This is an optimization exercise on Yosys and OpenROAD, whose aim is small area, a short achievable clock period and few clock cycles per item, not a production implementation.
Only simulation tests tie the RTL to the original design; equivalence was not proved.

## multiplier
module multiplier #(MANT_BITS=23, EXP_BITS=8)(
	input wire clk,
	input wire reset_n,
	input wire input_valid,
	input logic [EXP_BITS+MANT_BITS:0] in_a,
	input logic [EXP_BITS+MANT_BITS:0] in_b,
	output logic [EXP_BITS+MANT_BITS:0] data_out,
	output logic output_valid
);
Size: roughly 100 I/O pins, ~19000 sq um of cells after synthesis.
clock: 8.0 ns
lec_check: 0
cap_margin: 20
core_margin: 2
core_utilization: 65
setup_slack_margin: 2.5
slew_margin: 20
synth_hierarchical: 1
tns_end_percent: 10
standard.sh (not shown) runs the stock make flow with config.mk's settings and CLKGATE_MAP_FILE= SYNTH_SCRIPT=/design/flow/synth_recipe.tcl, a recipe that flattens the netlist after the stock synthesis.
==> flow/flow/run.sh <==
#!/bin/bash
set -euo pipefail
export BUFFER_PORTS_ARGS="-buffer_cell sky130_fd_sc_hd__buf_4"
bash standard.sh > standard.log 2>&1
The baseline completed with no timing, DRC or antenna violations.
Testbench counts at the start, summed over its fixed seeds: cycles 3,200, items 3,200.
Edit:
Settings changed: SETUP_SLACK_MARGIN 2.5 to 3.0, TNS_END_PERCENT 10 to not set.
After rerunning: The new run did not get past global routing (5_1_grt), error GRT-0232. Area after synthesis is unchanged. Synthesized cell count does not change.
Edit:
Settings changed: SETUP_SLACK_MARGIN 3.0 to 2.0.
What happened: With this change the flow completed with no timing, DRC or antenna violations; area after synthesis is unchanged; synthesized cell count does not change.
Edit:
Settings changed: SETUP_SLACK_MARGIN 2.0 to 3.0, TNS_END_PERCENT set to 10.
Synthesized area is unchanged. Non-clock buffer count went up by 99. Critical path depth climbs by 2. Utilization rose by 7.2 points.

---

multiplier, a different RTL version from the one above (not shown whole).
Size: about 1900 cells after synthesis, about 100 flip-flops, roughly 100 I/O pins.
export LEC_CHECK = 0
export CAP_MARGIN = 20
export CORE_MARGIN = 2
export CORE_UTILIZATION = 65
export SETUP_SLACK_MARGIN = 2.0
export SLEW_MARGIN = 20
export SYNTH_HIERARCHICAL = 1
create_clock -name core_clock -period 8.0 [get_ports {clk}]
Scripts as last shown in full above: flow/flow/run.sh
Testbench counts at the start, summed over its fixed seeds: cycles 3,200, items 3,200.
==> next run, changes <==
CORE_UTILIZATION = 40   (was 65)
Result:
- design area went up by 1.2%
- synthesized area stays the same
- maximum frequency went down by 0.77%
- global-route usage went down by 14 points
- critical path depth does not change
- wire length went up by 3.7%
==> next run, changes <==
==> flow/run.sh (new file) <==
#!/bin/bash
# synth_recipe.tcl (not shown) runs the flow's synth.tcl, then flattens the netlist and writes it again
# the make line also repeats each setting of config.mk as NAME=value (left out here)
make -C /OpenROAD-flow-scripts/flow DESIGN_CONFIG=/design/flow/config.mk WORK_HOME=/design/flow/orfs CLKGATE_MAP_FILE= SYNTH_SCRIPT=/design/flow/synth_recipe.tcl finish
removed: flow/flow/run.sh
removed: flow/standard.sh
Outcome: Critical path depth went up by 1; clock skew is about the same; core utilization rises by 0.99 points; die area does not change; global-route usage went up by 0.12 points.

---

## job 101
multiplier, a different RTL version from the one above (not shown whole).
For scale: roughly 1800 cells after synthesis, ~110 flip-flops, about 100 I/O pins.
// multiplier
module multiplier #(MANT_BITS=23, EXP_BITS=8)(
	input wire clk,
	input wire reset_n,
	input wire input_valid,
	input logic [EXP_BITS+MANT_BITS:0] in_a,
	input logic [EXP_BITS+MANT_BITS:0] in_b,
	output logic [EXP_BITS+MANT_BITS:0] data_out,
	output logic output_valid
);
export LEC_CHECK = 0
export CAP_MARGIN = 20
export CORE_MARGIN = 2
export CORE_UTILIZATION = 55
export SETUP_SLACK_MARGIN = 2.3
export SLEW_MARGIN = 20
export SYNTH_HIERARCHICAL = 1
create_clock -name core_clock -period 8.0 [get_ports {clk}]
==> flow/flow/run.sh <==
#!/bin/bash
set -euo pipefail
export BUFFER_PORTS_ARGS="-buffer_cell sky130_fd_sc_hd__buf_4"
bash standard.sh > standard.log 2>&1
Job 101 reached the end of the flow, and the finished layout is clean on the timing, design-rule and antenna checks.
Testbench counts of job 101, summed over its fixed seeds: cycles 3,200, items 3,200.
Input changes introduced in job 102 (baseline for comparison: job 101):
-- flow/config.mk --
<<< job 101, line 9
export CORE_MARGIN = 2
export CORE_UTILIZATION = 55
export SETUP_SLACK_MARGIN = 2.3
export SLEW_MARGIN = 20
>>> job 102, line 9
export CORE_MARGIN = 2
export CORE_UTILIZATION = 60
export SETUP_SLACK_MARGIN = 2.7
export SLEW_MARGIN = 20
[summary]
- In job 102, wire length of the first global-routing pass is higher than in job 101.
- Job 101 → job 102: number of vias per cell after detailed routing climbed about 5%, number of core rows dropped 3.
- Compared with job 101, job 102 shows detailed-routing iteration count for the pre-antenna-repair pass higher by 2.
- Total routed wirelength: job 102 vs job 101 up about 1.7%
- Both conditions hold for job 102: the flow ran to the end and the final layout passed the timing, design-rule and antenna checks.
> inputs changed (job 102 -> job 103)
-- flow/config.mk --
<<< job 102, line 9
export CORE_MARGIN = 2
export CORE_UTILIZATION = 60
export SETUP_SLACK_MARGIN = 2.7
export SLEW_MARGIN = 20
>>> job 103, line 9
export CORE_MARGIN = 2
export CORE_UTILIZATION = 65
export SETUP_SLACK_MARGIN = 2.4
export SLEW_MARGIN = 20
### Flow results
Taking job 102 as the reference, in job 103 register-to-register slack -0.12 ns, core footprint down 8.4%, proportion of final cell area spent on non-clock buffers fell 1.6 points, worst slew margin relative to its limit saw a decrease. Job 103 — post-synthesis to final-layout area growth 4.6 points lower, job 102 as reference. Side by side, multi-input gate share of total cell area turned out higher in job 103 than in job 102. Changes observed in job 103 relative to job 102: synthesized netlist cell count level; non-clock buffer count down 31; share of the clock period used by the worst path went up. rb[11]$_DFF_P_ as the timing endpoint of the critical path was reported by job 103, and rb[10]$_DFF_P_ by job 102.

## what the ideal ports hide
How much do the figures lean on ideal ports? The routed layouts below were timed once more, with nothing changed but the port constraints. Step 1: set_driving_cell puts a clkbuf_16 on clk and a buf_2 on each other input, an assumption about the parent block. Step 2 adds t to the input delays and takes it off the output delays; t is the mean of the earliest and latest rising clock arrival at the registers after step 1. Input paths then give back, and output paths get back, about the clock's delay inside the block. Slacks: no drivers / after step 1 / after step 2; pairs: no drivers / after step 1.
| run | t (ns) | setup slack, ns | worst setup path after step 2 | slew at the worst register clock pin (ns) |
|---|---|---|---|---|
| the first run of note 1 | 0.438 | 2.449 / 2.482 / 2.044 | input to register | 0.08 / 0.08 |
| the third run of note 1 | 0.444 | 2.089 / 2.125 / 1.681 | input to register | 0.08 / 0.08 |
| the fourth run of note 1 | 0.440 | 2.414 / 2.438 / 1.998 | input to register | 0.09 / 0.09 |
| the first run of note 2 | 0.436 | 2.165 / 2.195 / 1.760 | input to register | 0.09 / 0.09 |
| the second run of note 2 | 0.445 | 2.120 / 2.150 / 1.706 | input to register | 0.09 / 0.09 |
| the third run of note 2 | 0.458 | 1.962 / 1.992 / 1.534 | input to register | 0.10 / 0.10 |
| job 101 | 0.424 | 2.409 / 2.431 / 2.007 | input to register | 0.10 / 0.10 |
| job 102 | 0.426 | 2.603 / 2.610 / 2.184 | input to register | 0.09 / 0.09 |
| job 103 | 0.413 | 2.436 / 2.452 / 2.039 | input to register | 0.09 / 0.09 |
After both steps setup and hold are still met in every run listed. The setup slack of the third run of note 2, which loses most, moves by +0.030 ns with the drivers and by -0.428 ns with both steps.
